From an optimization exercise on the open Yosys and OpenROAD flow, aimed at small area and a short achievable clock period; shortcuts taken in it are not production practice.
Function was checked by simulation only, so behaviour that the tests miss may differ from the original.

==> flow/flow/run.sh <==
#!/bin/bash
# Layout flow: the standard layout (standard.sh) with two changes:
#  - buffer_ports gives every input and output port a plain buf_2 instead of
#    the delay buffer (clkdlybuf4s50_1) it picks by default;
#  - clock tree synthesis builds the tree from clkbuf_4 cells and inserts no
#    dummy loads (-dont_use_dummy_load).
# ORFS writes each step's full log under orfs/logs/; make's own output goes
# to standard.log here.
set -euo pipefail
export BUFFER_PORTS_ARGS="-buffer_cell sky130_fd_sc_hd__buf_2"
export CTS_ARGS="-sink_clustering_enable -repair_clock_nets -buf_list sky130_fd_sc_hd__clkbuf_4 -dont_use_dummy_load"
bash standard.sh > standard.log 2>&1
==> flow/standard.sh <==
#!/bin/bash
# synth_recipe.tcl (not shown) runs the flow's synth.tcl, then flattens the netlist and writes it again
# the make line also repeats each setting of config.mk as NAME=value (left out here)
make -C /OpenROAD-flow-scripts/flow DESIGN_CONFIG=/design/flow/config.mk WORK_HOME=/design/flow/orfs CLKGATE_MAP_FILE= SYNTH_SCRIPT=/design/flow/synth_recipe.tcl "${@:-finish}"
==> flow/config.mk <==
export PLATFORM = sky130hd
export DESIGN_NAME = CPU
export DESIGN_NICKNAME = CPU
export VERILOG_FILES = /design/flow/design.v
export SDC_FILE = /design/flow/constraint.sdc
export NUM_CORES = 4
export LEC_CHECK = 0
export CAP_MARGIN = 30
export CORE_MARGIN = 2
export CORE_UTILIZATION = 55
export CTS_BUF_LIST = sky130_fd_sc_hd__clkbuf_4
export PLACE_DENSITY = 0.65
export SLEW_MARGIN = 20
export SYNTH_HIERARCHICAL = 1
==> flow/constraint.sdc <==
create_clock -name core_clock -period 50.0 [get_ports {clk}]
set_input_delay 10.0000 -clock core_clock [delete_from_list [all_inputs] [get_ports {clk}]]
set_output_delay 10.0000 -clock core_clock [all_outputs]
set_load 0.01 [all_outputs]
==> flow/design.v <==
module add64 (
    input  wire [63:0] a,
    input  wire [63:0] b,
    input  wire        cin,
    output wire [63:0] sum,
    output wire        cout
    );
    wire [63:0] g0, p0;
    add_pg u_pg (.a(a), .b(b), .g(g0), .p(p0));
    wire c0g;
    add_gn u_c0 (.gi(g0[0]), .pi(p0[0]), .gj(cin), .g(c0g));
    wire g1_1;
    add_gn u_n1_1 (.gi(g0[1]), .pi(p0[1]), .gj(c0g), .g(g1_1));
    wire g1_3, p1_3;
    add_gpn u_n1_3 (.gi(g0[3]), .pi(p0[3]), .gj(g0[2]), .pj(p0[2]), .g(g1_3), .p(p1_3));
    wire g1_5, p1_5;
    add_gpn u_n1_5 (.gi(g0[5]), .pi(p0[5]), .gj(g0[4]), .pj(p0[4]), .g(g1_5), .p(p1_5));
    wire g1_7, p1_7;
    add_gpn u_n1_7 (.gi(g0[7]), .pi(p0[7]), .gj(g0[6]), .pj(p0[6]), .g(g1_7), .p(p1_7));
    wire g1_9, p1_9;
    add_gpn u_n1_9 (.gi(g0[9]), .pi(p0[9]), .gj(g0[8]), .pj(p0[8]), .g(g1_9), .p(p1_9));
    wire g1_11, p1_11;
    add_gpn u_n1_11 (.gi(g0[11]), .pi(p0[11]), .gj(g0[10]), .pj(p0[10]), .g(g1_11), .p(p1_11));
    wire g1_13, p1_13;
    add_gpn u_n1_13 (.gi(g0[13]), .pi(p0[13]), .gj(g0[12]), .pj(p0[12]), .g(g1_13), .p(p1_13));
    wire g1_15, p1_15;
    add_gpn u_n1_15 (.gi(g0[15]), .pi(p0[15]), .gj(g0[14]), .pj(p0[14]), .g(g1_15), .p(p1_15));
    wire g1_17, p1_17;
    add_gpn u_n1_17 (.gi(g0[17]), .pi(p0[17]), .gj(g0[16]), .pj(p0[16]), .g(g1_17), .p(p1_17));
    wire g1_19, p1_19;
    add_gpn u_n1_19 (.gi(g0[19]), .pi(p0[19]), .gj(g0[18]), .pj(p0[18]), .g(g1_19), .p(p1_19));
    wire g1_21, p1_21;
    add_gpn u_n1_21 (.gi(g0[21]), .pi(p0[21]), .gj(g0[20]), .pj(p0[20]), .g(g1_21), .p(p1_21));
    wire g1_23, p1_23;
    add_gpn u_n1_23 (.gi(g0[23]), .pi(p0[23]), .gj(g0[22]), .pj(p0[22]), .g(g1_23), .p(p1_23));
    wire g1_25, p1_25;
    add_gpn u_n1_25 (.gi(g0[25]), .pi(p0[25]), .gj(g0[24]), .pj(p0[24]), .g(g1_25), .p(p1_25));
    wire g1_27, p1_27;
    add_gpn u_n1_27 (.gi(g0[27]), .pi(p0[27]), .gj(g0[26]), .pj(p0[26]), .g(g1_27), .p(p1_27));
    wire g1_29, p1_29;
    add_gpn u_n1_29 (.gi(g0[29]), .pi(p0[29]), .gj(g0[28]), .pj(p0[28]), .g(g1_29), .p(p1_29));
    wire g1_31, p1_31;
    add_gpn u_n1_31 (.gi(g0[31]), .pi(p0[31]), .gj(g0[30]), .pj(p0[30]), .g(g1_31), .p(p1_31));
    wire g1_33, p1_33;
    add_gpn u_n1_33 (.gi(g0[33]), .pi(p0[33]), .gj(g0[32]), .pj(p0[32]), .g(g1_33), .p(p1_33));
    wire g1_35, p1_35;
    add_gpn u_n1_35 (.gi(g0[35]), .pi(p0[35]), .gj(g0[34]), .pj(p0[34]), .g(g1_35), .p(p1_35));
    wire g1_37, p1_37;
    add_gpn u_n1_37 (.gi(g0[37]), .pi(p0[37]), .gj(g0[36]), .pj(p0[36]), .g(g1_37), .p(p1_37));
    wire g1_39, p1_39;
    add_gpn u_n1_39 (.gi(g0[39]), .pi(p0[39]), .gj(g0[38]), .pj(p0[38]), .g(g1_39), .p(p1_39));
    wire g1_41, p1_41;
    add_gpn u_n1_41 (.gi(g0[41]), .pi(p0[41]), .gj(g0[40]), .pj(p0[40]), .g(g1_41), .p(p1_41));
    wire g1_43, p1_43;
    add_gpn u_n1_43 (.gi(g0[43]), .pi(p0[43]), .gj(g0[42]), .pj(p0[42]), .g(g1_43), .p(p1_43));
    wire g1_45, p1_45;
    add_gpn u_n1_45 (.gi(g0[45]), .pi(p0[45]), .gj(g0[44]), .pj(p0[44]), .g(g1_45), .p(p1_45));
    wire g1_47, p1_47;
    add_gpn u_n1_47 (.gi(g0[47]), .pi(p0[47]), .gj(g0[46]), .pj(p0[46]), .g(g1_47), .p(p1_47));
    wire g1_49, p1_49;
    add_gpn u_n1_49 (.gi(g0[49]), .pi(p0[49]), .gj(g0[48]), .pj(p0[48]), .g(g1_49), .p(p1_49));
    wire g1_51, p1_51;
    add_gpn u_n1_51 (.gi(g0[51]), .pi(p0[51]), .gj(g0[50]), .pj(p0[50]), .g(g1_51), .p(p1_51));
    wire g1_53, p1_53;
    add_gpn u_n1_53 (.gi(g0[53]), .pi(p0[53]), .gj(g0[52]), .pj(p0[52]), .g(g1_53), .p(p1_53));
    wire g1_55, p1_55;
    add_gpn u_n1_55 (.gi(g0[55]), .pi(p0[55]), .gj(g0[54]), .pj(p0[54]), .g(g1_55), .p(p1_55));
    wire g1_57, p1_57;
    add_gpn u_n1_57 (.gi(g0[57]), .pi(p0[57]), .gj(g0[56]), .pj(p0[56]), .g(g1_57), .p(p1_57));
    wire g1_59, p1_59;
    add_gpn u_n1_59 (.gi(g0[59]), .pi(p0[59]), .gj(g0[58]), .pj(p0[58]), .g(g1_59), .p(p1_59));
    wire g1_61, p1_61;
    add_gpn u_n1_61 (.gi(g0[61]), .pi(p0[61]), .gj(g0[60]), .pj(p0[60]), .g(g1_61), .p(p1_61));
    wire g1_63, p1_63;
    add_gpn u_n1_63 (.gi(g0[63]), .pi(p0[63]), .gj(g0[62]), .pj(p0[62]), .g(g1_63), .p(p1_63));
    wire g2_2;
    add_gn u_n2_2 (.gi(g0[2]), .pi(p0[2]), .gj(g1_1), .g(g2_2));
    wire g2_3;
    add_gn u_n2_3 (.gi(g1_3), .pi(p1_3), .gj(g1_1), .g(g2_3));
    wire g2_6, p2_6;
    add_gpn u_n2_6 (.gi(g0[6]), .pi(p0[6]), .gj(g1_5), .pj(p1_5), .g(g2_6), .p(p2_6));
    wire g2_7, p2_7;
    add_gpn u_n2_7 (.gi(g1_7), .pi(p1_7), .gj(g1_5), .pj(p1_5), .g(g2_7), .p(p2_7));
    wire g2_10, p2_10;
    add_gpn u_n2_10 (.gi(g0[10]), .pi(p0[10]), .gj(g1_9), .pj(p1_9), .g(g2_10), .p(p2_10));
    wire g2_11, p2_11;
    add_gpn u_n2_11 (.gi(g1_11), .pi(p1_11), .gj(g1_9), .pj(p1_9), .g(g2_11), .p(p2_11));
    wire g2_14, p2_14;
    add_gpn u_n2_14 (.gi(g0[14]), .pi(p0[14]), .gj(g1_13), .pj(p1_13), .g(g2_14), .p(p2_14));
    wire g2_15, p2_15;
    add_gpn u_n2_15 (.gi(g1_15), .pi(p1_15), .gj(g1_13), .pj(p1_13), .g(g2_15), .p(p2_15));
    wire g2_18, p2_18;
    add_gpn u_n2_18 (.gi(g0[18]), .pi(p0[18]), .gj(g1_17), .pj(p1_17), .g(g2_18), .p(p2_18));
    wire g2_19, p2_19;
    add_gpn u_n2_19 (.gi(g1_19), .pi(p1_19), .gj(g1_17), .pj(p1_17), .g(g2_19), .p(p2_19));
    wire g2_22, p2_22;
    add_gpn u_n2_22 (.gi(g0[22]), .pi(p0[22]), .gj(g1_21), .pj(p1_21), .g(g2_22), .p(p2_22));
    wire g2_23, p2_23;
    add_gpn u_n2_23 (.gi(g1_23), .pi(p1_23), .gj(g1_21), .pj(p1_21), .g(g2_23), .p(p2_23));
    wire g2_26, p2_26;
    add_gpn u_n2_26 (.gi(g0[26]), .pi(p0[26]), .gj(g1_25), .pj(p1_25), .g(g2_26), .p(p2_26));
    wire g2_27, p2_27;
    add_gpn u_n2_27 (.gi(g1_27), .pi(p1_27), .gj(g1_25), .pj(p1_25), .g(g2_27), .p(p2_27));
    wire g2_30, p2_30;
    add_gpn u_n2_30 (.gi(g0[30]), .pi(p0[30]), .gj(g1_29), .pj(p1_29), .g(g2_30), .p(p2_30));
    wire g2_31, p2_31;
    add_gpn u_n2_31 (.gi(g1_31), .pi(p1_31), .gj(g1_29), .pj(p1_29), .g(g2_31), .p(p2_31));
    wire g2_34, p2_34;
    add_gpn u_n2_34 (.gi(g0[34]), .pi(p0[34]), .gj(g1_33), .pj(p1_33), .g(g2_34), .p(p2_34));
    wire g2_35, p2_35;
    add_gpn u_n2_35 (.gi(g1_35), .pi(p1_35), .gj(g1_33), .pj(p1_33), .g(g2_35), .p(p2_35));
    wire g2_38, p2_38;
    add_gpn u_n2_38 (.gi(g0[38]), .pi(p0[38]), .gj(g1_37), .pj(p1_37), .g(g2_38), .p(p2_38));
    wire g2_39, p2_39;
    add_gpn u_n2_39 (.gi(g1_39), .pi(p1_39), .gj(g1_37), .pj(p1_37), .g(g2_39), .p(p2_39));
    wire g2_42, p2_42;
    add_gpn u_n2_42 (.gi(g0[42]), .pi(p0[42]), .gj(g1_41), .pj(p1_41), .g(g2_42), .p(p2_42));
    wire g2_43, p2_43;
    add_gpn u_n2_43 (.gi(g1_43), .pi(p1_43), .gj(g1_41), .pj(p1_41), .g(g2_43), .p(p2_43));
    wire g2_46, p2_46;
    add_gpn u_n2_46 (.gi(g0[46]), .pi(p0[46]), .gj(g1_45), .pj(p1_45), .g(g2_46), .p(p2_46));
    wire g2_47, p2_47;
    add_gpn u_n2_47 (.gi(g1_47), .pi(p1_47), .gj(g1_45), .pj(p1_45), .g(g2_47), .p(p2_47));
    wire g2_50, p2_50;
    add_gpn u_n2_50 (.gi(g0[50]), .pi(p0[50]), .gj(g1_49), .pj(p1_49), .g(g2_50), .p(p2_50));
    wire g2_51, p2_51;
    add_gpn u_n2_51 (.gi(g1_51), .pi(p1_51), .gj(g1_49), .pj(p1_49), .g(g2_51), .p(p2_51));
    wire g2_54, p2_54;
    add_gpn u_n2_54 (.gi(g0[54]), .pi(p0[54]), .gj(g1_53), .pj(p1_53), .g(g2_54), .p(p2_54));
    wire g2_55, p2_55;
    add_gpn u_n2_55 (.gi(g1_55), .pi(p1_55), .gj(g1_53), .pj(p1_53), .g(g2_55), .p(p2_55));
    wire g2_58, p2_58;
    add_gpn u_n2_58 (.gi(g0[58]), .pi(p0[58]), .gj(g1_57), .pj(p1_57), .g(g2_58), .p(p2_58));
    wire g2_59, p2_59;
    add_gpn u_n2_59 (.gi(g1_59), .pi(p1_59), .gj(g1_57), .pj(p1_57), .g(g2_59), .p(p2_59));
    wire g2_62, p2_62;
    add_gpn u_n2_62 (.gi(g0[62]), .pi(p0[62]), .gj(g1_61), .pj(p1_61), .g(g2_62), .p(p2_62));
    wire g2_63, p2_63;
    add_gpn u_n2_63 (.gi(g1_63), .pi(p1_63), .gj(g1_61), .pj(p1_61), .g(g2_63), .p(p2_63));
    wire g3_4;
    add_gn u_n3_4 (.gi(g0[4]), .pi(p0[4]), .gj(g2_3), .g(g3_4));
    wire g3_5;
    add_gn u_n3_5 (.gi(g1_5), .pi(p1_5), .gj(g2_3), .g(g3_5));
    wire g3_6;
    add_gn u_n3_6 (.gi(g2_6), .pi(p2_6), .gj(g2_3), .g(g3_6));
    wire g3_7;
    add_gn u_n3_7 (.gi(g2_7), .pi(p2_7), .gj(g2_3), .g(g3_7));
    wire g3_12, p3_12;
    add_gpn u_n3_12 (.gi(g0[12]), .pi(p0[12]), .gj(g2_11), .pj(p2_11), .g(g3_12), .p(p3_12));
    wire g3_13, p3_13;
    add_gpn u_n3_13 (.gi(g1_13), .pi(p1_13), .gj(g2_11), .pj(p2_11), .g(g3_13), .p(p3_13));
    wire g3_14, p3_14;
    add_gpn u_n3_14 (.gi(g2_14), .pi(p2_14), .gj(g2_11), .pj(p2_11), .g(g3_14), .p(p3_14));
    wire g3_15, p3_15;
    add_gpn u_n3_15 (.gi(g2_15), .pi(p2_15), .gj(g2_11), .pj(p2_11), .g(g3_15), .p(p3_15));
    wire g3_20, p3_20;
    add_gpn u_n3_20 (.gi(g0[20]), .pi(p0[20]), .gj(g2_19), .pj(p2_19), .g(g3_20), .p(p3_20));
    wire g3_21, p3_21;
    add_gpn u_n3_21 (.gi(g1_21), .pi(p1_21), .gj(g2_19), .pj(p2_19), .g(g3_21), .p(p3_21));
    wire g3_22, p3_22;
    add_gpn u_n3_22 (.gi(g2_22), .pi(p2_22), .gj(g2_19), .pj(p2_19), .g(g3_22), .p(p3_22));
    wire g3_23, p3_23;
    add_gpn u_n3_23 (.gi(g2_23), .pi(p2_23), .gj(g2_19), .pj(p2_19), .g(g3_23), .p(p3_23));
    wire g3_28, p3_28;
    add_gpn u_n3_28 (.gi(g0[28]), .pi(p0[28]), .gj(g2_27), .pj(p2_27), .g(g3_28), .p(p3_28));
    wire g3_29, p3_29;
    add_gpn u_n3_29 (.gi(g1_29), .pi(p1_29), .gj(g2_27), .pj(p2_27), .g(g3_29), .p(p3_29));
    wire g3_30, p3_30;
    add_gpn u_n3_30 (.gi(g2_30), .pi(p2_30), .gj(g2_27), .pj(p2_27), .g(g3_30), .p(p3_30));
    wire g3_31, p3_31;
    add_gpn u_n3_31 (.gi(g2_31), .pi(p2_31), .gj(g2_27), .pj(p2_27), .g(g3_31), .p(p3_31));
    wire g3_36, p3_36;
    add_gpn u_n3_36 (.gi(g0[36]), .pi(p0[36]), .gj(g2_35), .pj(p2_35), .g(g3_36), .p(p3_36));
    wire g3_37, p3_37;
    add_gpn u_n3_37 (.gi(g1_37), .pi(p1_37), .gj(g2_35), .pj(p2_35), .g(g3_37), .p(p3_37));
    wire g3_38, p3_38;
    add_gpn u_n3_38 (.gi(g2_38), .pi(p2_38), .gj(g2_35), .pj(p2_35), .g(g3_38), .p(p3_38));
    wire g3_39, p3_39;
    add_gpn u_n3_39 (.gi(g2_39), .pi(p2_39), .gj(g2_35), .pj(p2_35), .g(g3_39), .p(p3_39));
    wire g3_44, p3_44;
    add_gpn u_n3_44 (.gi(g0[44]), .pi(p0[44]), .gj(g2_43), .pj(p2_43), .g(g3_44), .p(p3_44));
    wire g3_45, p3_45;
    add_gpn u_n3_45 (.gi(g1_45), .pi(p1_45), .gj(g2_43), .pj(p2_43), .g(g3_45), .p(p3_45));
    wire g3_46, p3_46;
    add_gpn u_n3_46 (.gi(g2_46), .pi(p2_46), .gj(g2_43), .pj(p2_43), .g(g3_46), .p(p3_46));
    wire g3_47, p3_47;
    add_gpn u_n3_47 (.gi(g2_47), .pi(p2_47), .gj(g2_43), .pj(p2_43), .g(g3_47), .p(p3_47));
    wire g3_52, p3_52;
    add_gpn u_n3_52 (.gi(g0[52]), .pi(p0[52]), .gj(g2_51), .pj(p2_51), .g(g3_52), .p(p3_52));
    wire g3_53, p3_53;
    add_gpn u_n3_53 (.gi(g1_53), .pi(p1_53), .gj(g2_51), .pj(p2_51), .g(g3_53), .p(p3_53));
    wire g3_54, p3_54;
    add_gpn u_n3_54 (.gi(g2_54), .pi(p2_54), .gj(g2_51), .pj(p2_51), .g(g3_54), .p(p3_54));
    wire g3_55, p3_55;
    add_gpn u_n3_55 (.gi(g2_55), .pi(p2_55), .gj(g2_51), .pj(p2_51), .g(g3_55), .p(p3_55));
    wire g3_60, p3_60;
    add_gpn u_n3_60 (.gi(g0[60]), .pi(p0[60]), .gj(g2_59), .pj(p2_59), .g(g3_60), .p(p3_60));
    wire g3_61, p3_61;
    add_gpn u_n3_61 (.gi(g1_61), .pi(p1_61), .gj(g2_59), .pj(p2_59), .g(g3_61), .p(p3_61));
    wire g3_62, p3_62;
    add_gpn u_n3_62 (.gi(g2_62), .pi(p2_62), .gj(g2_59), .pj(p2_59), .g(g3_62), .p(p3_62));
    wire g3_63, p3_63;
    add_gpn u_n3_63 (.gi(g2_63), .pi(p2_63), .gj(g2_59), .pj(p2_59), .g(g3_63), .p(p3_63));
    wire g4_8;
    add_gn u_n4_8 (.gi(g0[8]), .pi(p0[8]), .gj(g3_7), .g(g4_8));
    wire g4_9;
    add_gn u_n4_9 (.gi(g1_9), .pi(p1_9), .gj(g3_7), .g(g4_9));
    wire g4_10;
    add_gn u_n4_10 (.gi(g2_10), .pi(p2_10), .gj(g3_7), .g(g4_10));
    wire g4_11;
    add_gn u_n4_11 (.gi(g2_11), .pi(p2_11), .gj(g3_7), .g(g4_11));
    wire g4_12;
    add_gn u_n4_12 (.gi(g3_12), .pi(p3_12), .gj(g3_7), .g(g4_12));
    wire g4_13;
    add_gn u_n4_13 (.gi(g3_13), .pi(p3_13), .gj(g3_7), .g(g4_13));
    wire g4_14;
    add_gn u_n4_14 (.gi(g3_14), .pi(p3_14), .gj(g3_7), .g(g4_14));
    wire g4_15;
    add_gn u_n4_15 (.gi(g3_15), .pi(p3_15), .gj(g3_7), .g(g4_15));
    wire g4_24, p4_24;
    add_gpn u_n4_24 (.gi(g0[24]), .pi(p0[24]), .gj(g3_23), .pj(p3_23), .g(g4_24), .p(p4_24));
    wire g4_25, p4_25;
    add_gpn u_n4_25 (.gi(g1_25), .pi(p1_25), .gj(g3_23), .pj(p3_23), .g(g4_25), .p(p4_25));
    wire g4_26, p4_26;
    add_gpn u_n4_26 (.gi(g2_26), .pi(p2_26), .gj(g3_23), .pj(p3_23), .g(g4_26), .p(p4_26));
    wire g4_27, p4_27;
    add_gpn u_n4_27 (.gi(g2_27), .pi(p2_27), .gj(g3_23), .pj(p3_23), .g(g4_27), .p(p4_27));
    wire g4_28, p4_28;
    add_gpn u_n4_28 (.gi(g3_28), .pi(p3_28), .gj(g3_23), .pj(p3_23), .g(g4_28), .p(p4_28));
    wire g4_29, p4_29;
    add_gpn u_n4_29 (.gi(g3_29), .pi(p3_29), .gj(g3_23), .pj(p3_23), .g(g4_29), .p(p4_29));
    wire g4_30, p4_30;
    add_gpn u_n4_30 (.gi(g3_30), .pi(p3_30), .gj(g3_23), .pj(p3_23), .g(g4_30), .p(p4_30));
    wire g4_31, p4_31;
    add_gpn u_n4_31 (.gi(g3_31), .pi(p3_31), .gj(g3_23), .pj(p3_23), .g(g4_31), .p(p4_31));
    wire g4_40, p4_40;
    add_gpn u_n4_40 (.gi(g0[40]), .pi(p0[40]), .gj(g3_39), .pj(p3_39), .g(g4_40), .p(p4_40));
    wire g4_41, p4_41;
    add_gpn u_n4_41 (.gi(g1_41), .pi(p1_41), .gj(g3_39), .pj(p3_39), .g(g4_41), .p(p4_41));
    wire g4_42, p4_42;
    add_gpn u_n4_42 (.gi(g2_42), .pi(p2_42), .gj(g3_39), .pj(p3_39), .g(g4_42), .p(p4_42));
    wire g4_43, p4_43;
    add_gpn u_n4_43 (.gi(g2_43), .pi(p2_43), .gj(g3_39), .pj(p3_39), .g(g4_43), .p(p4_43));
    wire g4_44, p4_44;
    add_gpn u_n4_44 (.gi(g3_44), .pi(p3_44), .gj(g3_39), .pj(p3_39), .g(g4_44), .p(p4_44));
    wire g4_45, p4_45;
    add_gpn u_n4_45 (.gi(g3_45), .pi(p3_45), .gj(g3_39), .pj(p3_39), .g(g4_45), .p(p4_45));
    wire g4_46, p4_46;
    add_gpn u_n4_46 (.gi(g3_46), .pi(p3_46), .gj(g3_39), .pj(p3_39), .g(g4_46), .p(p4_46));
    wire g4_47, p4_47;
    add_gpn u_n4_47 (.gi(g3_47), .pi(p3_47), .gj(g3_39), .pj(p3_39), .g(g4_47), .p(p4_47));
    wire g4_56, p4_56;
    add_gpn u_n4_56 (.gi(g0[56]), .pi(p0[56]), .gj(g3_55), .pj(p3_55), .g(g4_56), .p(p4_56));
    wire g4_57, p4_57;
    add_gpn u_n4_57 (.gi(g1_57), .pi(p1_57), .gj(g3_55), .pj(p3_55), .g(g4_57), .p(p4_57));
    wire g4_58, p4_58;
    add_gpn u_n4_58 (.gi(g2_58), .pi(p2_58), .gj(g3_55), .pj(p3_55), .g(g4_58), .p(p4_58));
    wire g4_59, p4_59;
    add_gpn u_n4_59 (.gi(g2_59), .pi(p2_59), .gj(g3_55), .pj(p3_55), .g(g4_59), .p(p4_59));
    wire g4_60, p4_60;
    add_gpn u_n4_60 (.gi(g3_60), .pi(p3_60), .gj(g3_55), .pj(p3_55), .g(g4_60), .p(p4_60));
    wire g4_61, p4_61;
    add_gpn u_n4_61 (.gi(g3_61), .pi(p3_61), .gj(g3_55), .pj(p3_55), .g(g4_61), .p(p4_61));
    wire g4_62, p4_62;
    add_gpn u_n4_62 (.gi(g3_62), .pi(p3_62), .gj(g3_55), .pj(p3_55), .g(g4_62), .p(p4_62));
    wire g4_63, p4_63;
    add_gpn u_n4_63 (.gi(g3_63), .pi(p3_63), .gj(g3_55), .pj(p3_55), .g(g4_63), .p(p4_63));
    wire g5_16;
    add_gn u_n5_16 (.gi(g0[16]), .pi(p0[16]), .gj(g4_15), .g(g5_16));
    wire g5_17;
    add_gn u_n5_17 (.gi(g1_17), .pi(p1_17), .gj(g4_15), .g(g5_17));
    wire g5_18;
    add_gn u_n5_18 (.gi(g2_18), .pi(p2_18), .gj(g4_15), .g(g5_18));
    wire g5_19;
    add_gn u_n5_19 (.gi(g2_19), .pi(p2_19), .gj(g4_15), .g(g5_19));
    wire g5_20;
    add_gn u_n5_20 (.gi(g3_20), .pi(p3_20), .gj(g4_15), .g(g5_20));
    wire g5_21;
    add_gn u_n5_21 (.gi(g3_21), .pi(p3_21), .gj(g4_15), .g(g5_21));
    wire g5_22;
    add_gn u_n5_22 (.gi(g3_22), .pi(p3_22), .gj(g4_15), .g(g5_22));
    wire g5_23;
    add_gn u_n5_23 (.gi(g3_23), .pi(p3_23), .gj(g4_15), .g(g5_23));
    wire g5_24;
    add_gn u_n5_24 (.gi(g4_24), .pi(p4_24), .gj(g4_15), .g(g5_24));
    wire g5_25;
    add_gn u_n5_25 (.gi(g4_25), .pi(p4_25), .gj(g4_15), .g(g5_25));
    wire g5_26;
    add_gn u_n5_26 (.gi(g4_26), .pi(p4_26), .gj(g4_15), .g(g5_26));
    wire g5_27;
    add_gn u_n5_27 (.gi(g4_27), .pi(p4_27), .gj(g4_15), .g(g5_27));
    wire g5_28;
    add_gn u_n5_28 (.gi(g4_28), .pi(p4_28), .gj(g4_15), .g(g5_28));
    wire g5_29;
    add_gn u_n5_29 (.gi(g4_29), .pi(p4_29), .gj(g4_15), .g(g5_29));
    wire g5_30;
    add_gn u_n5_30 (.gi(g4_30), .pi(p4_30), .gj(g4_15), .g(g5_30));
    wire g5_31;
    add_gn u_n5_31 (.gi(g4_31), .pi(p4_31), .gj(g4_15), .g(g5_31));
    wire g5_48, p5_48;
    add_gpn u_n5_48 (.gi(g0[48]), .pi(p0[48]), .gj(g4_47), .pj(p4_47), .g(g5_48), .p(p5_48));
    wire g5_49, p5_49;
    add_gpn u_n5_49 (.gi(g1_49), .pi(p1_49), .gj(g4_47), .pj(p4_47), .g(g5_49), .p(p5_49));
    wire g5_50, p5_50;
    add_gpn u_n5_50 (.gi(g2_50), .pi(p2_50), .gj(g4_47), .pj(p4_47), .g(g5_50), .p(p5_50));
    wire g5_51, p5_51;
    add_gpn u_n5_51 (.gi(g2_51), .pi(p2_51), .gj(g4_47), .pj(p4_47), .g(g5_51), .p(p5_51));
    wire g5_52, p5_52;
    add_gpn u_n5_52 (.gi(g3_52), .pi(p3_52), .gj(g4_47), .pj(p4_47), .g(g5_52), .p(p5_52));
    wire g5_53, p5_53;
    add_gpn u_n5_53 (.gi(g3_53), .pi(p3_53), .gj(g4_47), .pj(p4_47), .g(g5_53), .p(p5_53));
    wire g5_54, p5_54;
    add_gpn u_n5_54 (.gi(g3_54), .pi(p3_54), .gj(g4_47), .pj(p4_47), .g(g5_54), .p(p5_54));
    wire g5_55, p5_55;
    add_gpn u_n5_55 (.gi(g3_55), .pi(p3_55), .gj(g4_47), .pj(p4_47), .g(g5_55), .p(p5_55));
    wire g5_56, p5_56;
    add_gpn u_n5_56 (.gi(g4_56), .pi(p4_56), .gj(g4_47), .pj(p4_47), .g(g5_56), .p(p5_56));
    wire g5_57, p5_57;
    add_gpn u_n5_57 (.gi(g4_57), .pi(p4_57), .gj(g4_47), .pj(p4_47), .g(g5_57), .p(p5_57));
    wire g5_58, p5_58;
    add_gpn u_n5_58 (.gi(g4_58), .pi(p4_58), .gj(g4_47), .pj(p4_47), .g(g5_58), .p(p5_58));
    wire g5_59, p5_59;
    add_gpn u_n5_59 (.gi(g4_59), .pi(p4_59), .gj(g4_47), .pj(p4_47), .g(g5_59), .p(p5_59));
    wire g5_60, p5_60;
    add_gpn u_n5_60 (.gi(g4_60), .pi(p4_60), .gj(g4_47), .pj(p4_47), .g(g5_60), .p(p5_60));
    wire g5_61, p5_61;
    add_gpn u_n5_61 (.gi(g4_61), .pi(p4_61), .gj(g4_47), .pj(p4_47), .g(g5_61), .p(p5_61));
    wire g5_62, p5_62;
    add_gpn u_n5_62 (.gi(g4_62), .pi(p4_62), .gj(g4_47), .pj(p4_47), .g(g5_62), .p(p5_62));
    wire g5_63, p5_63;
    add_gpn u_n5_63 (.gi(g4_63), .pi(p4_63), .gj(g4_47), .pj(p4_47), .g(g5_63), .p(p5_63));
    wire g6_32;
    add_gn u_n6_32 (.gi(g0[32]), .pi(p0[32]), .gj(g5_31), .g(g6_32));
    wire g6_33;
    add_gn u_n6_33 (.gi(g1_33), .pi(p1_33), .gj(g5_31), .g(g6_33));
    wire g6_34;
    add_gn u_n6_34 (.gi(g2_34), .pi(p2_34), .gj(g5_31), .g(g6_34));
    wire g6_35;
    add_gn u_n6_35 (.gi(g2_35), .pi(p2_35), .gj(g5_31), .g(g6_35));
    wire g6_36;
    add_gn u_n6_36 (.gi(g3_36), .pi(p3_36), .gj(g5_31), .g(g6_36));
    wire g6_37;
    add_gn u_n6_37 (.gi(g3_37), .pi(p3_37), .gj(g5_31), .g(g6_37));
    wire g6_38;
    add_gn u_n6_38 (.gi(g3_38), .pi(p3_38), .gj(g5_31), .g(g6_38));
    wire g6_39;
    add_gn u_n6_39 (.gi(g3_39), .pi(p3_39), .gj(g5_31), .g(g6_39));
    wire g6_40;
    add_gn u_n6_40 (.gi(g4_40), .pi(p4_40), .gj(g5_31), .g(g6_40));
    wire g6_41;
    add_gn u_n6_41 (.gi(g4_41), .pi(p4_41), .gj(g5_31), .g(g6_41));
    wire g6_42;
    add_gn u_n6_42 (.gi(g4_42), .pi(p4_42), .gj(g5_31), .g(g6_42));
    wire g6_43;
    add_gn u_n6_43 (.gi(g4_43), .pi(p4_43), .gj(g5_31), .g(g6_43));
    wire g6_44;
    add_gn u_n6_44 (.gi(g4_44), .pi(p4_44), .gj(g5_31), .g(g6_44));
    wire g6_45;
    add_gn u_n6_45 (.gi(g4_45), .pi(p4_45), .gj(g5_31), .g(g6_45));
    wire g6_46;
    add_gn u_n6_46 (.gi(g4_46), .pi(p4_46), .gj(g5_31), .g(g6_46));
    wire g6_47;
    add_gn u_n6_47 (.gi(g4_47), .pi(p4_47), .gj(g5_31), .g(g6_47));
    wire g6_48;
    add_gn u_n6_48 (.gi(g5_48), .pi(p5_48), .gj(g5_31), .g(g6_48));
    wire g6_49;
    add_gn u_n6_49 (.gi(g5_49), .pi(p5_49), .gj(g5_31), .g(g6_49));
    wire g6_50;
    add_gn u_n6_50 (.gi(g5_50), .pi(p5_50), .gj(g5_31), .g(g6_50));
    wire g6_51;
    add_gn u_n6_51 (.gi(g5_51), .pi(p5_51), .gj(g5_31), .g(g6_51));
    wire g6_52;
    add_gn u_n6_52 (.gi(g5_52), .pi(p5_52), .gj(g5_31), .g(g6_52));
    wire g6_53;
    add_gn u_n6_53 (.gi(g5_53), .pi(p5_53), .gj(g5_31), .g(g6_53));
    wire g6_54;
    add_gn u_n6_54 (.gi(g5_54), .pi(p5_54), .gj(g5_31), .g(g6_54));
    wire g6_55;
    add_gn u_n6_55 (.gi(g5_55), .pi(p5_55), .gj(g5_31), .g(g6_55));
    wire g6_56;
    add_gn u_n6_56 (.gi(g5_56), .pi(p5_56), .gj(g5_31), .g(g6_56));
    wire g6_57;
    add_gn u_n6_57 (.gi(g5_57), .pi(p5_57), .gj(g5_31), .g(g6_57));
    wire g6_58;
    add_gn u_n6_58 (.gi(g5_58), .pi(p5_58), .gj(g5_31), .g(g6_58));
    wire g6_59;
    add_gn u_n6_59 (.gi(g5_59), .pi(p5_59), .gj(g5_31), .g(g6_59));
    wire g6_60;
    add_gn u_n6_60 (.gi(g5_60), .pi(p5_60), .gj(g5_31), .g(g6_60));
    wire g6_61;
    add_gn u_n6_61 (.gi(g5_61), .pi(p5_61), .gj(g5_31), .g(g6_61));
    wire g6_62;
    add_gn u_n6_62 (.gi(g5_62), .pi(p5_62), .gj(g5_31), .g(g6_62));
    wire g6_63;
    add_gn u_n6_63 (.gi(g5_63), .pi(p5_63), .gj(g5_31), .g(g6_63));
    wire [63:0] c;    
    assign c[0] = c0g;
    assign c[1] = g1_1;
    assign c[2] = g2_2;
    assign c[3] = g2_3;
    assign c[4] = g3_4;
    assign c[5] = g3_5;
    assign c[6] = g3_6;
    assign c[7] = g3_7;
    assign c[8] = g4_8;
    assign c[9] = g4_9;
    assign c[10] = g4_10;
    assign c[11] = g4_11;
    assign c[12] = g4_12;
    assign c[13] = g4_13;
    assign c[14] = g4_14;
    assign c[15] = g4_15;
    assign c[16] = g5_16;
    assign c[17] = g5_17;
    assign c[18] = g5_18;
    assign c[19] = g5_19;
    assign c[20] = g5_20;
    assign c[21] = g5_21;
    assign c[22] = g5_22;
    assign c[23] = g5_23;
    assign c[24] = g5_24;
    assign c[25] = g5_25;
    assign c[26] = g5_26;
    assign c[27] = g5_27;
    assign c[28] = g5_28;
    assign c[29] = g5_29;
    assign c[30] = g5_30;
    assign c[31] = g5_31;
    assign c[32] = g6_32;
    assign c[33] = g6_33;
    assign c[34] = g6_34;
    assign c[35] = g6_35;
    assign c[36] = g6_36;
    assign c[37] = g6_37;
    assign c[38] = g6_38;
    assign c[39] = g6_39;
    assign c[40] = g6_40;
    assign c[41] = g6_41;
    assign c[42] = g6_42;
    assign c[43] = g6_43;
    assign c[44] = g6_44;
    assign c[45] = g6_45;
    assign c[46] = g6_46;
    assign c[47] = g6_47;
    assign c[48] = g6_48;
    assign c[49] = g6_49;
    assign c[50] = g6_50;
    assign c[51] = g6_51;
    assign c[52] = g6_52;
    assign c[53] = g6_53;
    assign c[54] = g6_54;
    assign c[55] = g6_55;
    assign c[56] = g6_56;
    assign c[57] = g6_57;
    assign c[58] = g6_58;
    assign c[59] = g6_59;
    assign c[60] = g6_60;
    assign c[61] = g6_61;
    assign c[62] = g6_62;
    assign c[63] = g6_63;
    add_sum u_sum (.p(p0), .c({c[62:0], cin}), .s(sum));
    assign cout = c[63];
endmodule
module add_pg (input wire [63:0] a, input wire [63:0] b, output wire [63:0] g, output wire [63:0] p);
    assign g = a & b;
    assign p = a ^ b;
endmodule
module add_gpn (input wire gi, input wire pi, input wire gj, input wire pj, output wire g, output wire p);
    assign g = gi | (pi & gj);
    assign p = pi & pj;
endmodule
module add_gn (input wire gi, input wire pi, input wire gj, output wire g);
    assign g = gi | (pi & gj);
endmodule
module add_sum (input wire [63:0] p, input wire [63:0] c, output wire [63:0] s);
    assign s = p ^ c;
endmodule
`timescale 1ns / 1ps
module CPU #(parameter WIDTH = 64) (
    clk,rst,write_data,overflow,
    pc,instr,mem_addr,mem_rdata,mem_wdata,mem_write
    );
    input wire clk;
    input wire rst;
    output wire [WIDTH-1:0] pc;
    input wire [31:0] instr;
    output wire [WIDTH-1:0] mem_addr;
    input wire [WIDTH-1:0] mem_rdata;
    output wire [WIDTH-1:0] mem_wdata;
    output wire mem_write;
    output wire [WIDTH-1:0] write_data;
    output wire overflow;
    wire [6:0] op = instr[6:0];
    wire [2:0] f3 = instr[14:12];
    wire       b30 = instr[30];
    wire [4:0] rs1 = instr[19:15];
    wire [4:0] rs2 = instr[24:20];
    wire [4:0] rd  = instr[11:7];
    wire isR  = (op == 7'b0110011);
    wire isIA = (op == 7'b0010011);
    wire isL  = (op == 7'b0000011);
    wire isS  = (op == 7'b0100011);
    wire isB  = (op == 7'b1100011);
    wire isJ  = (op == 7'b1101111);
    wire regWrite = isR | isIA | isL;
    assign mem_write = isS;
    reg [64*32-1:64] rf;
    wire [63:0] wd_rf;                                
    wire [63:0] rs1_data;
    wire [63:0] rs2_data;
    genvar gi;
    generate
        for (gi = 1; gi < 32; gi = gi + 1) begin : g_rf
            always @(posedge clk) begin
                if (regWrite && rd == gi)
                    rf[64*gi +: 64] <= wd_rf;
            end
        end
    endgenerate
    rf_read u_rd1 (.rf(rf), .rs(rs1), .o(rs1_data));
    rf_read u_rd2 (.rf(rf), .rs(rs2), .o(rs2_data));
    wire useImm = ~op[5] | (~op[4] & ~op[6]);         
    wire [63:0] imm = {{52{instr[31]}}, instr[31:25], op[5] ? instr[11:7] : instr[24:20]};
    wire [63:0] a = rs1_data;
    wire [63:0] b = useImm ? imm : rs2_data;
    wire sub = op[4] ? (f3[1] | (op[5] & b30)) : op[6];
    wire inv = op[5] & b30;                           
    wire [63:0] sum;
    wire cout;
    add64 u_add (.a(a), .b(b ^ {64{sub}}), .cin(sub), .sum(sum), .cout(cout));
    wire lt = ~cout;                                  
    wire [63:0] x = a ^ b;
    wire eq = ~|x;
    wire big = |b[63:6];
    wire left = ~f3[2];
    wire [63:0] a_rev, shr_rev;
    wire [63:0] shin = left ? a_rev : a;
    wire [5:0] shamt;
    opmux6 u_shamt (.sel_imm(useImm), .imm(instr[25:20]), .r(rs2_data[5:0]), .o(shamt));
    wire [63:0] shr = shin >> shamt;
    generate
        for (gi = 0; gi < 64; gi = gi + 1) begin : g_rev
            assign a_rev[gi] = a[63 - gi];
            assign shr_rev[gi] = shr[63 - gi];
        end
    endgenerate
    wire [4:0] r5 = b[4:0];
    wire rnz = |r5;
    wire hi_small = ~|b[63:12];                       
    wire [7:0] m = {1'b0, b[11:5]} + {7'd0, rnz};
    wire c0 = hi_small & (m >= 8'd2) & (m <= 8'd65);
    wire c1 = hi_small & (m >= 8'd1) & (m <= 8'd64);
    wire [4:0] i0 = 5'd0 - r5;
    wire [31:0] dec = 32'd1 << i0;
    wire [63:0] mask = {dec & {32{c1}}, dec & {32{c0}}};
    wire [7:0] f3d = 8'd1 << f3;
    wire [63:0] alu;
    alusel u_alusel (
        .sum(sum), .shl(shr_rev), .shr(shr), .mask(mask), .x(x), .lor(a | b), .land(a & b),
        .lt(lt), .eq(eq),
        .s_sum(f3d[0]),
        .s_shl(f3d[1] & ~big),
        .s_shr(f3d[5] & ~big),
        .s_msk(f3d[5] & inv & a[63]),
        .s_slt(f3d[2]),
        .s_x(f3d[4] & ~inv),
        .s_eq(f3d[4] & inv),
        .s_or(f3d[6] & ~inv),
        .s_nor(f3d[6] & inv),
        .s_and(f3d[7] & ~inv),
        .s_nand(f3d[7] & inv),
        .inv(inv),
        .o(alu));
    assign overflow = cout;
    assign mem_addr = sum;
    wire [2:0] ao;
    add3 u_ao (.a(a[2:0]), .b(imm[2:0]), .s(ao));       
    wire [63:0] rdr = mem_rdata;
    wire [63:0] load;
    ld_ext u_ld (.rdr(rdr), .ao(ao), .f3(f3), .o(load));
    wbsel u_wb_out (.sel_alu(op[4]), .alu(alu), .load(load), .o(write_data));
    wbsel u_wb_rf  (.sel_alu(op[4]), .alu(alu), .load(load), .o(wd_rf));
    wire [1:0] ssz = f3[2] ? 2'b00 : f3[1:0];
    wire [63:0] wd = rs2_data;
    reg [63:0] st;
    always @* begin
        case (ssz)
            2'b00: st = {wd[7:0], rdr[55:0]};
            2'b01: st = {wd[15:0], rdr[47:0]};
            2'b10: st = {wd[31:0], rdr[31:0]};
            default: st = wd;
        endcase
    end
    assign mem_wdata = st;
    wire cond = f3[2] ? (lt ^ f3[0]) : (eq ^ (f3[0] & ~f3[1]));
    wire taken = isJ | (isB & cond);
    wire [63:0] offJ = {{43{instr[31]}}, instr[31], instr[19:12], instr[20], instr[30:21], 1'b0};
    wire [63:0] offB = {{51{instr[31]}}, instr[31], instr[7], instr[30:25], instr[11:8], 1'b0};
    wire [63:0] off = taken ? (op[3] ? offJ : offB) : 64'd4;
    reg [63:1] pcr;
    wire [63:0] pc_next = {pcr, 1'b0} + off;
    always @(posedge clk or posedge rst) begin
        if (rst)
            pcr <= 63'd0;
        else
            pcr <= pc_next[63:1];
    end
    assign pc = {pcr, 1'b0};
endmodule
module rf_read (
    input  wire [64*32-1:64] rf,
    input  wire [4:0]        rs,
    output wire [63:0]       o
    );
    genvar sl, r;
    generate
        for (sl = 0; sl < 4; sl = sl + 1) begin : g_sl
            wire [16*32-1:16] d;
            for (r = 1; r < 32; r = r + 1) begin : g_r
                assign d[16*r +: 16] = rf[64*r + 16*sl +: 16];
            end
            wire [31:1] sel;
            rf_dec u_dec (.rs(rs), .sel(sel));
            rf_slice u_slice (.d(d), .sel(sel), .o(o[16*sl +: 16]));
        end
    endgenerate
endmodule
module rf_dec (
    input  wire [4:0]  rs,
    output wire [31:1] sel
    );
    wire [3:0] lo;
    wire [7:0] hi;
    genvar k;
    generate
        for (k = 0; k < 4; k = k + 1) begin : g_lo
            assign lo[k] = (rs[1:0] == k);
        end
        for (k = 0; k < 8; k = k + 1) begin : g_hi
            assign hi[k] = (rs[4:2] == k);
        end
        for (k = 1; k < 32; k = k + 1) begin : g_sel
            assign sel[k] = hi[k >> 2] & lo[k & 3];
        end
    endgenerate
endmodule
module rf_slice (
    input  wire [16*32-1:16] d,
    input  wire [31:1]       sel,
    output wire [15:0]       o
    );
    wire [16*10-1:0] y;
    genvar g;
    generate
        for (g = 0; g < 10; g = g + 1) begin : g_grp
            rf_aoi3 u_aoi (
                .d0(d[16*(3*g+1) +: 16]), .d1(d[16*(3*g+2) +: 16]), .d2(d[16*(3*g+3) +: 16]),
                .s0(sel[3*g+1]), .s1(sel[3*g+2]), .s2(sel[3*g+3]),
                .y(y[16*g +: 16]));
        end
    endgenerate
    rf_comb u_comb (.y(y), .d(d[16*31 +: 16]), .s(sel[31]), .o(o));
endmodule
module rf_aoi3 (
    input  wire [15:0] d0, d1, d2,
    input  wire        s0, s1, s2,
    output wire [15:0] y
    );
    assign y = ~(({16{s0}} & d0) | ({16{s1}} & d1) | ({16{s2}} & d2));
endmodule
module rf_comb (
    input  wire [16*10-1:0] y,
    input  wire [15:0]      d,
    input  wire             s,
    output reg  [15:0]      o
    );
    integer i, k;
    always @* begin
        for (i = 0; i < 16; i = i + 1) begin
            o[i] = s & d[i];
            for (k = 0; k < 10; k = k + 1)
                o[i] = o[i] | ~y[16*k + i];
        end
    end
endmodule
module opmux6 (
    input  wire       sel_imm,
    input  wire [5:0] imm,
    input  wire [5:0] r,
    output wire [5:0] o
    );
    assign o = sel_imm ? imm : r;
endmodule
module add3 (
    input  wire [2:0] a,
    input  wire [2:0] b,
    output wire [2:0] s
    );
    assign s = a + b;
endmodule
module wbsel (
    input  wire        sel_alu,
    input  wire [63:0] alu,
    input  wire [63:0] load,
    output wire [63:0] o
    );
    assign o = sel_alu ? alu : load;
endmodule
module ld_ext (
    input  wire [63:0] rdr,
    input  wire [2:0]  ao,
    input  wire [2:0]  f3,
    output wire [63:0] o
    );
    wire lsign = ~f3[2] | (f3[1] & f3[0]);            
    wire [1:0] lsz = (f3 == 3'b111) ? 2'b00 : f3[1:0];
    wire sz_b = (lsz == 2'b00);
    wire sz_d = (lsz == 2'b11);
    wire [2:0] j0 = {ao[2] | sz_d, ao[1] | lsz[1], ao[0] | ~sz_b};
    wire [1:0] j1 = {ao[2] | sz_d, ao[1] | lsz[1]};
    wire [2:0] js = {ao[2], ao[1] & ~lsz[1], ao[0] & sz_b};
    wire [7:0] b0 = rdr >> {~j0, 3'b000};
    wire [7:0] b1 = rdr >> {~j1, 4'b1000};
    wire [7:0] bs = rdr >> {~js, 3'b000};
    wire sgn = lsign & bs[7];
    wire [15:0] w1 = (ao[2] | sz_d) ? rdr[31:16] : rdr[63:48];
    assign o[7:0]   = b0;
    assign o[15:8]  = sz_b ? {8{sgn}} : b1;
    assign o[31:16] = lsz[1] ? w1 : {16{sgn}};
    assign o[63:32] = sz_d ? rdr[63:32] : {32{sgn}};
endmodule
module alusel (
    input  wire [63:0] sum, shl, shr, mask, x, lor, land,
    input  wire        lt, eq,
    input  wire        s_sum, s_shl, s_shr, s_msk, s_slt, s_x, s_eq, s_or, s_nor, s_and, s_nand,
    input  wire        inv,
    output wire [63:0] o
    );
    wire [63:0] common = ({64{s_sum}} & sum) | ({64{s_shl}} & shl) | ({64{s_shr}} & shr)
                       | ({64{s_msk}} & mask) | ({64{s_x}} & x)
                       | ({64{s_or}} & lor) | ({64{s_nor}} & ~lor)
                       | ({64{s_and}} & land) | ({64{s_nand}} & ~land);
    assign o[0] = common[0] | (s_slt & (lt ^ inv)) | (s_eq & eq);
    assign o[63:1] = common[63:1] | {63{s_slt & inv}};
endmodule
==> results.yml <==
logic_synthesis:
  netlist_instances: 7982
  synth_top_cell_area_share: 0.553
  synth_edf_count: 1984
  synth_seq_cells: 2047
  postSynthAreaPerCell_um2: 13.5
  synth.area.top_cells: "edfxtp_1, a222oi_1, ha_1, nor2_1, buf_6"
  yosys_warnings: 8
  synth_cell_types: 90
  synth_top_flop_cell: "edfxtp_1"
  async_flop_share: 0.0308
  synth_area_leader_cell: "edfxtp_1"
  syn_area_um2: 108000
  seq_area_frac_synth: 0.568
  synth_nets: 8340
placed_design:
  post-dp-hpwl_um: 323000
  place.gp.congestion: 1.08
  port_buffers: 354
sta:
  slew_violations: 0
  max_freq_mhz: 36.1
  finalSetupViolCount: 0
  tns_ns: 0
  skew_ns: 0.159
  period_share: 0.555
  timing.hold.ws_ns: 0.615
  hold_viol: 0
  worstMarginPinSlew_ns: 1.20
  maxSlewHeadroom: 0.192
  rsz0062_at_grt: "no"
  min_period_ns: 27.74
cells_and_area:
  drive_gt1_frac: 0.210
  synthToLayoutAreaGrowth_pct: 8.17
  mostFrequentLayoutCells: "edfxtp_1, a222oi_1, clkbuf_4"
  final_nets: 9034
  layout_commonest_cell: "edfxtp_1"
  n_fill_cell: 15695
floorplan:
  die_area_um2: 199000
  pin_count: 356
  initial_utilization: 0.553
  die_h_um: 446
  coreArea_um2: 195000
  die_w_um: 446
  floorplan.rows: 162
status:
  status: "finished clean"
cts:
  clk_latency_ns: 1.50
  clkSinkCount: 2047
  postCtsHoldBufs: 0
  cts_root_buffer: "clkbuf_4"
  numCtsBuffers: 547
  cts_buffer_depth: 4
  post_cts_resize_count: 0
  postCtsSetupBuffers: 0
  htreeDepth: 6
  clk_pin_slew_ns: 0.05
  cts_tree: "done"
global_routing:
  antenna_found_initial: 60
  grt_max_degree: 83
  grt.total_usage: 0.466
  grt_pass1_vias: 84777
  grt-ovfl-total: 0
  grt_pass1_wl_um: 649000
worst_setup_path:
  crit_type: "in -> out"
  crit_family: "compound AO/OA/AOI/OAI gates"
  worstReg2RegStart: "rf[650]$_DFFE_PP_"
  reg2reg_slack_ns: 39.69
  worstRegToRegCells: 30
  crit_path_top_delay_cell: "a2111o_1"
  worstPathMaxFanout: 35
  crit_arrival_ns: 17.74
  worst-path-buf-inv: 7
  r2r_end: "pcr[63]$_DFF_PP0_"
  required_ns: 40.00
  cp_num_cells: 25
  crit_path_end: "write_data[0]"
  crit_path_end_kind: "output port"
  startpoint: "instr[23]"
  crit_path_max_incr_delay_ns: 0.70
  start_kind: "input port"
flow_run:
  max_cap_viol_count: 0
route:
  wl_per_cell_um: 42.2
  drc: 0
  dr_total_vias: 90799
  dr.pass1.iters: 14
  post_drt_via_cell_ratio: 8.01
  drt_first_iter_violations: 23540
  routed_wl_um: 478000
  postRouteAntennaNets: 0
power_and_ir_drop:
  ir_drop_v: 0.0000353
  power_w: 0.00452
  p_per_area_nw_per_um2: 38.8
  p_leak_nw: 42.7
min_path:
  hp-class: "reg -> reg"
[synth_stat cells (30+ instances only)]
master and number:
o21ai_0 77, a211oi_1 31, nor2_1 610, a221oi_2 47, a22o_1 64, inv_1 292
and2_1 136, mux2_2 89, xor2_1 86, a21oi_1 317, a22oi_1 80, mux4_2 78
a21o_1 231, clkbuf_1 146, xnor2_1 106, dfrtp_1 63, mux2_4 128, buf_2 144
nor3_1 43, o22ai_1 30, buf_6 200, nor4_1 43, edfxtp_1 1984, nand3_1 67
nand2_1 334, mux2i_1 171, a2111o_1 129, a222oi_1 1280, ha_1 258, nand4_1 343
[area by class of cell]
type / count / area (um2) / share of cell area
sequential: 2047 / 61200 / 0.525
antenna: 31 / 77.6 / 0.000666
timing repair buffer: 692 / 4650 / 0.0399
clock buffer: 547 / 4110 / 0.0353
multi-input combinational: 5089 / 42100 / 0.361
inverter: 299 / 1120 / 0.00963
tap: 2624 / 3280 / 0.0282
[state kept, by name, indices dropped and copies added (netlist names)]
name / flops
pcr: 63
rf: 1984
[per-layer routing]
layer	track usage	vias to the layer above	part of all wire	wire, um
met5	0.00904	-	0.0012	565
met4	0.334	52	0.088	41900
met3	0.177	1823	0.17	79500
met2	0.671	9045	0.42	200000
met1	0.572	44203	0.33	157000
li1	-	35676	-	-
[worst register-to-register path, delay by kind of cell (launching register included)]
family          cells  cell delay, ns
compound gates     16            5.90
simple gates        6            1.29
xor+xnor            3            0.94
buf+inv             3            0.89
fa+ha+maj           2            0.79
flops               1            0.40
[report_power, final]
group,internal (W),switching [W]
Clock,0.000498,0.000619
Sequential,0.00204,0.0000134
Combinational,0.000378,0.000974
Total,0.00292,0.00161
[per-module statistics from Yosys (local to each module, per instance), excerpt]
module / copies in the design / cells / cell area [um2]
alusel: 1 / 520 / 3980
ld_ext: 1 / 275 / 1980
wbsel: 2 / 71 / 1080
add_pg: 1 / 64 / 801
rf_comb: 8 / 66 / 457
rf_dec: 8 / 46 / 218
rf_aoi3: 80 / 19 / 188
add3: 1 / 3 / 56.3
add_gn: 64 / 1 / 7.51
[through the flow]
step	cell area, um2	util	worst slack [ns]	instances
CTS	116000	0.595	22.57	11260
floorplan	108000	-	25.04	7982
finish	116000	0.598	22.26	11329
global placement	111000	0.572	22.54	10674
global route	116000	0.598	22.11	11304
detailed placement	112000	0.574	22.60	10713
[kinds of logic (layout without fill, tap and decap cells)]
logic type,Yosys count,after routing,synth area share
compound gates,2427,2427,0.199
flops,2047,2047,0.568
simple gates,1738,1738,0.0795
buf+inv,846,1538,0.0473
mux,470,470,0.0602
fa+ha+maj,260,260,0.0303
xor+xnor,193,193,0.0158
other cells,1,32,0.0000348
[worst min path at each step]
| stage | startpoint | endpoint | slack, ns | depth (start not counted) |
|---|---|---|---|---|
| finish | pcr[63]$_DFF_PP0_ | pcr[63]$_DFF_PP0_ | 0.62 | 2 |
| global route | pcr[1]$_DFF_PP0_ | pcr[1]$_DFF_PP0_ | 0.66 | 1 |
| CTS | pcr[63]$_DFF_PP0_ | pcr[63]$_DFF_PP0_ | 0.62 | 2 |
| detailed placement | pcr[63]$_DFF_PP0_ | pcr[63]$_DFF_PP0_ | 0.61 | 2 |
| global placement | pcr[1]$_DFF_PP0_ | pcr[1]$_DFF_PP0_ | 0.62 | 1 |
| floorplan | pcr[1]$_DFF_PP0_ | pcr[1]$_DFF_PP0_ | 0.55 | 1 |

-- separate check: timing with driven ports --
The flow's constraints put no driver on any port. The routed layout listed below was extracted and timed again, unchanged, in two steps. Step 1 sets driving cells, clkbuf_16 on the clock port and buf_2 on the other inputs (assumed; they add their load-dependent delay and slew). Step 2 adds t to the input delays and takes it off the output delays; t is the mean of the earliest and latest rising clock arrival at the registers after step 1. Input paths then give back, and output paths get back, about the clock's delay inside the block. a / b / c = ideal / step 1 / step 2; a / b = the first two.
t, ns: 1.514
setup WS [ns]: 22.264 / 22.230 / 22.230
worst setup path after step 2: input to output
worst register clock-pin slew, ns: 0.07 / 0.07
After both steps this run still meets setup and hold. For this run, drivers alone change the setup slack by -0.034 ns; drivers and shift together by -0.034 ns.
